This is an optimization exercise on Yosys and OpenROAD, whose aim is small area and a short achievable clock period, not a production implementation.
In this exercise RTL edits were held to simulation tests only and were not proved equivalent to the original.
Power figures rest on the tool's default switching activity, not on a simulated workload.

### design/flow/config.mk
export PLATFORM = sky130hd
export DESIGN_NAME = CPU_single_cycle
export DESIGN_NICKNAME = CPU_single_cycle
export VERILOG_FILES = /design/flow/design.v
export SDC_FILE = /design/flow/constraint.sdc
export NUM_CORES = 4
export LEC_CHECK = 0
export CAP_MARGIN = 20
export CORE_MARGIN = 2
export CORE_UTILIZATION = 40
export PLACE_DENSITY = 0.6
export SLEW_MARGIN = 20
### design/flow/constraint.sdc
create_clock -name core_clock -period 12.0 [get_ports {CLK}]
set_input_delay 2.4000 -clock core_clock [delete_from_list [all_inputs] [get_ports {CLK}]]
set_output_delay 2.4000 -clock core_clock [all_outputs]
set_load 0.01 [all_outputs]
### design/flow/design.v
`timescale 1ns / 1ps
module PC(
    input CLK,
    input Reset, 
    input PCWre, 
    input [31:0] PCData,
    output reg [31:0] Addr
);
    always@(posedge CLK or negedge Reset) begin
        if(Reset == 0)
            Addr <= 0;
        else begin 
            if (PCWre == 0)
                Addr <= Addr;
            else 
                Addr <= PCData;
        end
    end
endmodule
`timescale 1ns / 1ps
module Extend(
    input ExtSel,
    input [15:0] DataIn,
    output [31:0] DataOut
);
    wire [15:0] ext_bit;
    assign ext_bit =(DataIn[15] == 0)?16'b0000_0000_0000_0000:16'b1111_1111_1111_1111;
    assign DataOut = (ExtSel == 0)?{16'b0000_0000_0000_0000, DataIn}:{ext_bit, DataIn};
endmodule
`timescale 1ns / 1ps
module mux2to1_32(
    input sel,
    input [31:0] DataIn1,
    input [31:0] DataIn2,
    output reg [31:0] DataOut
);
    always@(*) begin
    case(sel)
        1'b0: DataOut = DataIn1;
        1'b1: DataOut = DataIn2;
    endcase
end 
endmodule
`timescale 1ns / 1ps
module mux2to1_5(
    input sel,
    input [4:0] DataIn1,
    input [4:0] DataIn2,
    output reg [4:0] DataOut
);
    always@(*) begin
    case(sel)
        1'b0: DataOut = DataIn1;
        1'b1: DataOut = DataIn2;
    endcase
end 
endmodule
`timescale 1ns / 1ps
module mux4to1(
    input [1:0] sel,
    input Reset,
    input [31:0] DataIn1,
    input [31:0] DataIn2,
    input [31:0] DataIn3,
    input [31:0] DataIn4,
    output reg [31:0] DataOut
    );
    always@(*) begin
        if (Reset == 0) begin
            DataOut = 0;
        end 
        else begin
            case(sel)
                2'b00: DataOut = DataIn1;
                2'b01: DataOut = DataIn2;
                2'b10: DataOut = DataIn3;
                2'b11: DataOut = DataIn4;
            endcase
        end
    end
endmodule
`timescale 1ns / 1ps
module ALU32(
        input [2:0] ALUopcode,
        input [31:0] rega,
        input [31:0] regb,
        output reg [31:0] result,
        output sign,
        output zero
        );
    assign zero = (result == 0) ? 1 : 0;
    assign sign = result[31];
    always @(ALUopcode or rega or regb) begin
        case (ALUopcode)
            3'b000 : result = rega + regb;
            3'b001 : result = rega - regb;
            3'b010 : result = regb << rega;
            3'b011 : result = rega | regb;
            3'b100 : result = rega & regb;
            3'b101 : result = (rega < regb) ? 1 : 0;  
            3'b110 : 
                begin                            
                    if (rega < regb && ((rega[31] == 0 && regb[31] == 0) ||
                             (rega[31] == 1 && regb[31] == 1))) result = 1;
                    else if (rega[31] == 0 && regb[31] == 1) result = 0;
                    else if (rega[31] == 1 && regb[31] == 0) result = 1;
                    else result = 0;
                end 
            3'b111:
                    result = rega ^ regb;
            default : result = 32'h00000000;
        endcase
    end
endmodule
`timescale 1ns / 1ps
module Control_unit(
    input [5:0] Opcode,
    input zero,
    input sign,
    output reg Reset,
    output reg ALUSrcA,
    output reg ALUSrcB,
    output reg DBDataSrc,
    output reg PCWre,
    output reg RegWre,
    output reg InsMemRW,
    output reg nRD,  
    output reg nWR,  
    output reg RegDst,  
    output reg ExtSel,
    output reg [1:0] PCSrc,  
    output reg [2:0] ALUOp  
);
    always@(*)
    begin
        Reset <= 1;
        InsMemRW <= 1;
        PCWre <= 0;
        RegDst <= 0;
        RegWre <= 0;
        ALUSrcA <= 0;
        ALUSrcB <= 0;
        ALUOp <= 3'b000;
        DBDataSrc <= 0;
        ExtSel <= 0;
        nRD <= 1;
        nWR <= 1;
        PCSrc <= 2'b00;
        case(Opcode)
            6'b000000: begin  
                PCWre <= 1;
                RegDst <= 1;
                RegWre <= 1;
                ALUSrcA <= 0;
                ALUSrcB <= 0;
                ALUOp <= 3'b000;
                DBDataSrc <= 0;
                PCSrc <= 0;
                nRD <= 1;
                nWR <= 1;
            end
            6'b000001: begin  
                PCWre <= 1;
                RegDst <= 0;
                RegWre <= 1;
                ALUSrcA <= 0;
                ALUSrcB <= 1;
                ALUOp <= 3'b000;
                DBDataSrc <= 0;
                ExtSel <= 1;  
                nRD <= 1;
                nWR <= 1;
                PCSrc <= 0;
            end
            6'b000010: begin  
                PCWre <= 1;
                RegDst <= 1;
                RegWre <= 1;
                ALUSrcA <= 0;
                ALUSrcB <= 0;
                ALUOp <= 3'b001;
                DBDataSrc <= 0;
                nRD <= 1;
                nWR <= 1;
                PCSrc <= 0;
            end
            6'b010000: begin  
                PCWre <= 1;
                RegDst <= 0;
                RegWre <= 1;
                ALUSrcA <= 0;
                ALUSrcB <= 1;
                ALUOp <= 3'b011;
                DBDataSrc <= 0;
                ExtSel <= 0;  
                nRD <= 1;
                nWR <= 1;
                PCSrc <= 0;
            end
            6'b010001: begin  
                PCWre <= 1;
                RegDst <= 1;
                RegWre <= 1;
                ALUSrcA <= 0;
                ALUSrcB <= 0;
                ALUOp <= 3'b100;
                DBDataSrc <= 0;
                nRD <= 1;
                nWR <= 1;
                PCSrc <= 0;
            end
            6'b010010: begin   
                PCWre <= 1;
                RegDst <= 1;
                RegWre <= 1;
                ALUSrcA <= 0;
                ALUSrcB <= 0;
                ALUOp <= 3'b011;
                DBDataSrc <= 0;
                nRD <= 1;
                nWR <= 1;
                PCSrc <= 0;
            end
            6'b011000: begin  
                PCWre <= 1;
                RegDst <= 1;
                RegWre <= 1;
                ALUSrcA <= 1; 
                ALUSrcB <= 0;
                ALUOp <= 3'b010;
                DBDataSrc <= 0;
                nRD <= 1;
                nWR <= 1;
                PCSrc <= 0;
            end
            6'b011100: begin  
                PCWre <= 1;
                RegDst <= 1;
                RegWre <= 1;
                ALUSrcA <= 0; 
                ALUSrcB <= 0;
                ALUOp <= 3'b110;
                DBDataSrc <= 0;
                nRD <= 1;
                nWR <= 1;
                PCSrc <= 0;
            end
            6'b100110: begin  
                PCWre <= 1;
                RegDst <= 0;
                RegWre <= 0;
                ALUSrcA <= 0;
                ALUSrcB <= 1;
                ALUOp <= 3'b000;
                ExtSel <= 1;
                nRD <= 1;
                nWR <= 0;
                PCSrc <= 0;
            end
            6'b100111: begin  
                PCWre <= 1;
                RegDst <= 0;
                RegWre <= 1;
                ALUSrcA <= 0;
                ALUSrcB <= 1;
                ALUOp <= 3'b000;
                DBDataSrc <= 1;
                ExtSel <= 1;
                nRD <= 0;
                nWR <= 1;
                PCSrc <= 0;
            end
            6'b110000: begin  
                PCWre <= 1;
                RegDst <= 0;
                RegWre <= 0;
                ALUSrcA <= 0;
                ALUSrcB <= 0;
                ALUOp <= 3'b111;
                DBDataSrc <= 1; 
                ExtSel <= 1;
                nRD <= 1;
                nWR <= 1;
                PCSrc <= {1'b0,zero};
            end    
            6'b110001: begin  
                PCWre <= 1;
                RegDst <= 0;
                RegWre <= 0;
                ALUSrcA <= 0;
                ALUSrcB <= 0;
                ALUOp <= 3'b111;
                DBDataSrc <= 1; 
                ExtSel <= 1;
                nRD <= 1;
                nWR <= 1;
                PCSrc <= {1'b0,~zero};
            end
            6'b110010: begin  
                PCWre <= 1;
                RegDst <= 0;
                RegWre <= 0;
                ALUSrcA <= 0;
                ALUSrcB <= 0;
                ALUOp <= 3'b001;
                DBDataSrc <= 1; 
                ExtSel <= 1;
                nRD <= 1;
                nWR <= 1;
                PCSrc <= {1'b0,~(sign|zero)};
            end
            6'b111000: begin  
                PCWre <= 1;
                PCSrc <= 2'b10;
            end   
            6'b111111: begin
                PCWre <= 0;
                PCSrc <= 0;
            end
            default: PCWre <= 0;
        endcase
    end
endmodule
`timescale 1ns / 1ps
module RegFile(
    input CLK, 
    input RegWre, 
    input [4:0] ReadReg1,
    input [4:0] ReadReg2,
    input [4:0] WriteReg,  
    input [31:0] WriteData,  
    output [31:0] ReadData1,
    output [31:0] ReadData2,
    input RST  
);
    reg [31:0] regFile[1:31]; 
    integer i;
    assign   ReadData1 = (ReadReg1 == 0) ? 0 : regFile[ReadReg1];  
    assign   ReadData2 = (ReadReg2 == 0) ? 0 : regFile[ReadReg2];  
    always @ (posedge CLK or negedge RST) begin    
        if (RST==0) begin
            for(i=1;i<32;i=i+1) regFile[i] <= 0;  
        end
        else if(RegWre == 1 && WriteReg != 0)    
            regFile[WriteReg] <= WriteData;   
    end
endmodule
`timescale 1ns / 1ps
module Data_Memory(
    input CLK,
    input [31:0] DAddr,
    input [31:0] DataIn, 
    output [31:0] Dataout,
    input nRD,  
    input nWR  
);
    reg [7:0] lane0 [0:31];
    reg [7:0] lane1 [0:31];
    reg [7:0] lane2 [0:31];
    reg [7:0] lane3 [0:31];
    wire [1:0] o = DAddr[1:0];
    wire [4:0] r = DAddr[6:2];
    wire [4:0] rn = DAddr[6:2] + 5'd1;
    wire [4:0] row0 = (o != 2'd0) ? rn : r;
    wire [4:0] row1 = (o >  2'd1) ? rn : r;
    wire [4:0] row2 = (o == 2'd3) ? rn : r;
    wire [4:0] row3 = r;
    wire [7:0] b0 = DataIn[31:24], b1 = DataIn[23:16], b2 = DataIn[15:8], b3 = DataIn[7:0];
    reg [7:0] w0, w1, w2, w3;
    always @(*) begin
        case (o)
            2'd0: begin w0 = b0; w1 = b1; w2 = b2; w3 = b3; end
            2'd1: begin w0 = b3; w1 = b0; w2 = b1; w3 = b2; end
            2'd2: begin w0 = b2; w1 = b3; w2 = b0; w3 = b1; end
            default: begin w0 = b1; w1 = b2; w2 = b3; w3 = b0; end
        endcase
    end
    always @(posedge CLK) begin
        if (nWR == 0) begin
            lane0[row0] <= w0;
            lane1[row1] <= w1;
            lane2[row2] <= w2;
            lane3[row3] <= w3;
        end
    end
    wire [7:0] q0 = lane0[row0], q1 = lane1[row1], q2 = lane2[row2], q3 = lane3[row3];
    reg [31:0] rd;
    always @(*) begin
        case (o)
            2'd0: rd = {q0, q1, q2, q3};
            2'd1: rd = {q1, q2, q3, q0};
            2'd2: rd = {q2, q3, q0, q1};
            default: rd = {q3, q0, q1, q2};
        endcase
    end
    assign Dataout = rd;
endmodule
`timescale 1ns / 1ps
module CPU_single_cycle(
    input CLK,
    input Reset,  
    output [31:0] iaddr,  
    input [31:0] idata,  
    output reg tr_rf_we,  
    output reg [4:0] tr_rf_waddr,
    output reg [31:0] tr_rf_wdata,
    output reg tr_dm_we,  
    output reg [6:0] tr_dm_addr,
    output reg [31:0] tr_dm_wdata
);
    wire PCWre;
    wire ALUSrcA;
    wire ALUSrcB;
    wire DBDataSrc;
    wire RegWre;
    wire nRD;
    wire nWR;
    wire RegDst;
    wire ExtSel;
    wire [1:0] PCSrc;
    wire [2:0] ALUOp;
    wire [31:0] PCData;
    wire [31:0] Addr;
    PC mypc(
        .CLK(CLK),
        .Reset(Reset),
        .PCWre(PCWre), 
        .PCData(PCData), 
        .Addr(Addr)
    );
    wire [5:0] Op_code;
    wire [4:0] Rs_reg;
    wire [4:0] Rt_reg;
    wire [4:0] Rd_reg;
    wire [4:0] Sa_number;
    wire [15:0] Imm_number;
    assign iaddr = Addr;
    assign Op_code = idata[31:26];
    assign Rs_reg = idata[25:21];
    assign Rt_reg = idata[20:16];
    assign Rd_reg = idata[15:11];
    assign Sa_number = idata[10:6];
    assign Imm_number = idata[15:0];
    wire [4:0] Wre_reg;
    mux2to1_5 mux2to1_1(
        .sel(RegDst),
        .DataIn1(Rt_reg),
        .DataIn2(Rd_reg),
        .DataOut(Wre_reg)
    );
    wire [31:0] Re_Data_1;
    wire [31:0] Re_Data_2;
    wire [31:0] Wre_back_data;
    RegFile myregfile(
        .CLK(CLK),
        .RegWre(RegWre), 
        .ReadReg1(Rs_reg),
        .ReadReg2(Rt_reg),
        .WriteReg(Wre_reg),
        .WriteData(Wre_back_data),
        .ReadData1(Re_Data_1),
        .ReadData2(Re_Data_2),
        .RST(Reset)
    );
    wire [31:0] Ext_Sa_number = {27'b000000000000000000000000000, Sa_number};
    wire [31:0] Ext_Imm_number;
    Extend MY_Extend(
        .ExtSel(ExtSel), 
        .DataIn(Imm_number),
        .DataOut(Ext_Imm_number)
    );
    wire [31:0] ALU_a;
    wire [31:0] ALU_b;
    mux2to1_32 Select_ALU_srcA(
        .sel(ALUSrcA), 
        .DataIn1(Re_Data_1),
        .DataIn2(Ext_Sa_number),
        .DataOut(ALU_a)
    );
    mux2to1_32 Select_ALU_srcB(
        .sel(ALUSrcB),  
        .DataIn1(Re_Data_2),
        .DataIn2(Ext_Imm_number),
        .DataOut(ALU_b)
    );
    wire [31:0] ALU_result;
    wire sign;
    wire zero;
    ALU32 My_ALU32(
        .ALUopcode(ALUOp),
        .rega(ALU_a),
        .regb(ALU_b),
        .result(ALU_result),
        .sign(sign),
        .zero(zero) 
    );
    wire [31:0] Re_Mem_Data;
    Data_Memory MY_Data_Memory(
        .CLK(CLK),
        .DAddr(ALU_result),
        .DataIn(Re_Data_2),
        .nRD(nRD),
        .nWR(nWR), 
        .Dataout(Re_Mem_Data)
    );
    mux2to1_32 Select_Wre_back_data(
        .sel(DBDataSrc), 
        .DataIn1(ALU_result),
        .DataIn2(Re_Mem_Data),
        .DataOut(Wre_back_data)
    );
    wire [31:0] PC4 = Addr+4;
    wire [31:0] PC4_move = PC4+(Ext_Imm_number << 2);
    wire [31:0] PC4_jump = {PC4[31:28], Ext_Imm_number,2'b00};
    mux4to1 My_mux4to1(
        .sel(PCSrc), 
        .Reset(Reset),
        .DataIn1(PC4),
        .DataIn2(PC4_move),
        .DataIn3(PC4_jump),
        .DataIn4(32'b0),
        .DataOut(PCData)
    );
    Control_unit my_control_unit(
        .Opcode(Op_code),
        .zero(zero),
        .sign(sign),
        .PCWre(PCWre),
        .RegDst(RegDst),
        .RegWre(RegWre),
        .ALUOp(ALUOp),
        .ALUSrcA(ALUSrcA),
        .ALUSrcB(ALUSrcB),
        .ExtSel(ExtSel),
        .PCSrc(PCSrc),
        .nRD(nRD),
        .nWR(nWR),
        .DBDataSrc(DBDataSrc)
    );
    always @(posedge CLK or negedge Reset) begin
        if (Reset == 0) begin
            tr_rf_we <= 0;
            tr_rf_waddr <= 0;
            tr_rf_wdata <= 0;
            tr_dm_we <= 0;
            tr_dm_addr <= 0;
            tr_dm_wdata <= 0;
        end else begin
            tr_rf_we <= RegWre && (Wre_reg != 0);
            tr_rf_waddr <= Wre_reg;
            tr_rf_wdata <= Wre_back_data;
            tr_dm_we <= ~nWR;
            tr_dm_addr <= ALU_result[6:0];
            tr_dm_wdata <= Re_Data_2;
        end
    end
endmodule
### design/flow/run.sh
#!/bin/bash
# synth_recipe.tcl (not shown) runs the flow's synth.tcl, then flattens the netlist and writes it again
# the make line also repeats each setting of config.mk as NAME=value (left out here)
make -C /OpenROAD-flow-scripts/flow DESIGN_CONFIG=/design/flow/config.mk WORK_HOME=/design/flow/orfs CLKGATE_MAP_FILE= SYNTH_SCRIPT=/design/flow/synth_recipe.tcl finish
==> impl_metrics.env <==
export IMPL_area_growth_pct=16.3
export IMPL_post_cts_resize_count=0
export IMPL_die_y_um=526
export IMPL_drv_cap=0
export IMPL_ioPinCount=144
export IMPL_fin_nets=10346
export IMPL_place_ws_ns=0.0844
export IMPL_status="no timing/DRC/antenna violations"
export IMPL_placed_cells=13512
export IMPL_htreeDepth=4
export IMPL_fin_crit_ns=11.11
export IMPL_die_area_um2=277000
export IMPL_post_dp_cell_area_um2=119000
export IMPL_gp_congestion=1.06
export IMPL_rsz0062_at_grt="no"
export IMPL_synth_seq_area_share_pct=53.5
export IMPL_fin_tns_setup_ns=0
export IMPL_worstPathArrival_ns=11.98
export IMPL_ys_flop_type="dfrtp_1"
export IMPL_track_usage_pct=38.9
export IMPL_finalSetupViolCount=0
export IMPL_synth_edff_count=1024
export IMPL_path_max_fanout=32
export IMPL_p_leak_nw=51.3
export IMPL_total_power_mw=23.7
export IMPL_viasPerCell=6.93
export IMPL_grt_pass1_wl_um=758000
export IMPL_grt_max_degree=157
export IMPL_netlist_area_leader_share_pct=28.2
export IMPL_crit_path_end_kind="register"
export IMPL_fin_cells=13984
export IMPL_cts_hold_repair_buffers=0
export IMPL_clk_pin_slew_worst_paths_ns=0.07
export IMPL_synth_warnings=10
export IMPL_io_buffers=141
export IMPL_layout_setup_ws_ns=0.891
export IMPL_synth_top_area_cell="edfxtp_1"
export IMPL_core_area_um2=271000
export IMPL_syn_area_um2=109000
export IMPL_required_ns=12.87
export IMPL_final_area_um2=127000
export IMPL_overflow=0
export IMPL_ys_ff_latch=2124
export IMPL_fin_skew_ns=0.0873
export IMPL_drive_gt1_share_pct=18.3
export IMPL_ir_drop_mv=0.141
export IMPL_cpPeakStageDelay_ns=0.93
export IMPL_clk_latency_ns=0.97
export IMPL_dr_pass1_iters=8
export IMPL_wl_per_cell_um=39.7
export IMPL_slew_headroom_pct=9.51
export IMPL_initial_core_util_pct=40.2
export IMPL_synth_area_per_cell_um2=10.9
export IMPL_start_kind="input port"
export IMPL_clk_path_buf_depth=4
export IMPL_tightest_slew_ns=1.36
export IMPL_fillerInstances=24807
export IMPL_hold_slack_ns=0.490
export IMPL_die_x_um=526
export IMPL_async_reset_ff_share_pct=51.8
export IMPL_cts_made_buffers=231
export IMPL_crit_top_cell="buf_4"
export IMPL_power_density_nw_per_um2=187
export IMPL_ys_types=129
export IMPL_vias=96914
export IMPL_post_cts_buffers=0
export IMPL_place_hpwl_um=375000
export IMPL_synth_most_common_cell="dfrtp_1"
export IMPL_cts_sinks=2124
export IMPL_hold_path_class="reg -> reg"
export IMPL_fin_util_pct=46.8
export IMPL_detail_route_drc_violations=0
export IMPL_cts_tree="built"
export IMPL_root_buffer="clkbuf_16"
export IMPL_num_rows=191
export IMPL_hold_viol=0
export IMPL_grt_pass1_vias=91438
export IMPL_max_freq_mhz=90.0
export IMPL_crit_slowest_cell="nor2_2"
export IMPL_syn_inst=9974
export IMPL_synthTopCellsByArea="edfxtp_1 28%, dfrtp_1 25%, mux2_2 4.9%"
export IMPL_finalCritPeriodShare_pct=92.6
export IMPL_wirelength_um=555000
export IMPL_synth_commonest_cells="1100 x dfrtp_1, 1024 x edfxtp_1, 930 x nand2_1"
export IMPL_ant_nets=0
export IMPL_report_final_slew_viol_count=0
export IMPL_antenna_found_initial=42
export IMPL_criticalPathCategory="in -> reg"
export IMPL_drt_iter0_drc=15802
==> placed cells by master (no fill, tap or decap), types with 61 or more instances in the layout <==
master           netlist  routed
nand2b_1              87      87
clkdlybuf4s50_1        0     130
inv_1                167     167
ha_1                 131     131
a211oi_1              72      69
mux2_2               479     479
mux2i_1              218     186
a21oi_1              506     502
nand2_1              930     914
nand3_1              257     256
nor3_1               110     102
mux4_2                65      65
clkbuf_16              0     240
nor2_4                 3      61
o21bai_1              85      85
a22oi_1              372     370
a2111oi_0            109     109
nor2_1               694     607
edfxtp_1            1024    1024
o21ai_0              462     460
a221oi_1             132     132
o22ai_1              111     110
nand4_1              190     190
o31ai_1              124     124
o211ai_1              78      78
a22o_1               125     125
a21o_1                65      62
buf_4                 39     575
buf_12                 0      87
and3_1               372     370
dfrtp_1             1100    1100
==> per-layer routing <==
| layer | global-route usage [%] | vias to the layer above | wire (µm) |
|---|---|---|---|
| met5 | 0.468 | - | 366 |
| met4 | 29.1 | 28 | 51800 |
| met3 | 12.3 | 2327 | 66300 |
| met2 | 57.0 | 7533 | 235000 |
| met1 | 47.9 | 48439 | 201000 |
| li1 | - | 38587 | - |
==> critical path, delay by kind of cell <==
kind | cells | cell delay (ns)
multiplexers | 1 | 0.20
adder cells (fa/ha/maj) | 1 | 0.52
AND/OR/NAND/NOR | 9 | 3.56
AO/OA/AOI/OAI | 10 | 3.01
buffers and inverters | 9 | 2.16
==> kinds of logic (layout without fill, tap and decap cells) <==
logic type,count (synthesis),after routing,share of synthesized area (%)
simple gates,3033,3033,13.8
flops,2124,2124,53.5
xor+xnor,72,72,0.592
other cells,1,42,0.00344
mux,767,767,8.35
fa+ha+maj,134,134,1.56
compound gates,2836,2836,18.3
buf+inv,1007,1406,3.97
==> flip-flops by register name, summed over array words and instances (netlist names) <==
name	count
myregfile.regFile	992
MY_Data_Memory.lane0	256
MY_Data_Memory.lane1	256
MY_Data_Memory.lane2	256
MY_Data_Memory.lane3	256
tr_dm_wdata	32
tr_rf_wdata	32
mypc.Addr	30
tr_dm_addr	7
tr_rf_waddr	5
tr_dm_we	1
tr_rf_we	1
==> final cells by class <==
cell class | count | area [µm²] | area share (%)
clock buffers | 307 | 6590 | 5.20
clock inverters | 122 | 1430 | 1.12
repair buffers | 802 | 7450 | 5.88
flip-flops and latches | 2124 | 58300 | 46.0
inverters | 175 | 672 | 0.530
diodes | 40 | 100 | 0.0790
well taps | 3570 | 4470 | 3.52
multi-input cells | 6844 | 47800 | 37.7
==> worst paths after layout <==
path	start	endpoint	slack, ns	cells past startpoint
worst max-delay path	idata[17]	myregfile.regFile[14][6]	0.89	30
worst min-delay path	myregfile.regFile[29][15]	myregfile.regFile[29][15]	0.49	2
worst max register to register	myregfile.regFile[30][1]	myregfile.regFile[24][0]	3.30	28
worst min register to register	myregfile.regFile[29][15]	myregfile.regFile[29][15]	0.49	2
max in group asynchronous	Reset	myregfile.regFile[19][4]	7.95	4
min in group asynchronous	Reset	myregfile.regFile[8][22]	1.39	1
==> power breakdown <==
part	switching [mW]	total, mW	internal, mW
Combinational	4.87	7.19	2.31
Sequential	0.538	8.94	8.40
Clock	3.18	7.62	4.44
Total	8.59	23.7	15.2

-- what the ideal ports hide --
The results above use ideal ports. As a check the final layout listed here was re-extracted and re-timed, cells and wires unchanged.
Step 1 sets driving cells, clkbuf_16 on the clock port and buf_2 on the other inputs (assumed; they add their load-dependent delay and slew).
Step 2 also shifts input and output timing later by t, the mid clock arrival at the registers, as if the neighbouring blocks saw the same clock.
Three values: no drivers, after step 1, after step 2; two values: the first two.
shift t [ns]: 1.038
slack for setup (ns): 0.891 / 0.908 / -0.130
worst hold slack (ns): 0.490 / 0.490 / 0.490
worst slew at a driven data input, ns: 0.09
Met with ideal ports but missed after step 2: setup timing in this run. The setup slack of this run moves by +0.017 ns with the drivers and by -1.021 ns with both steps.
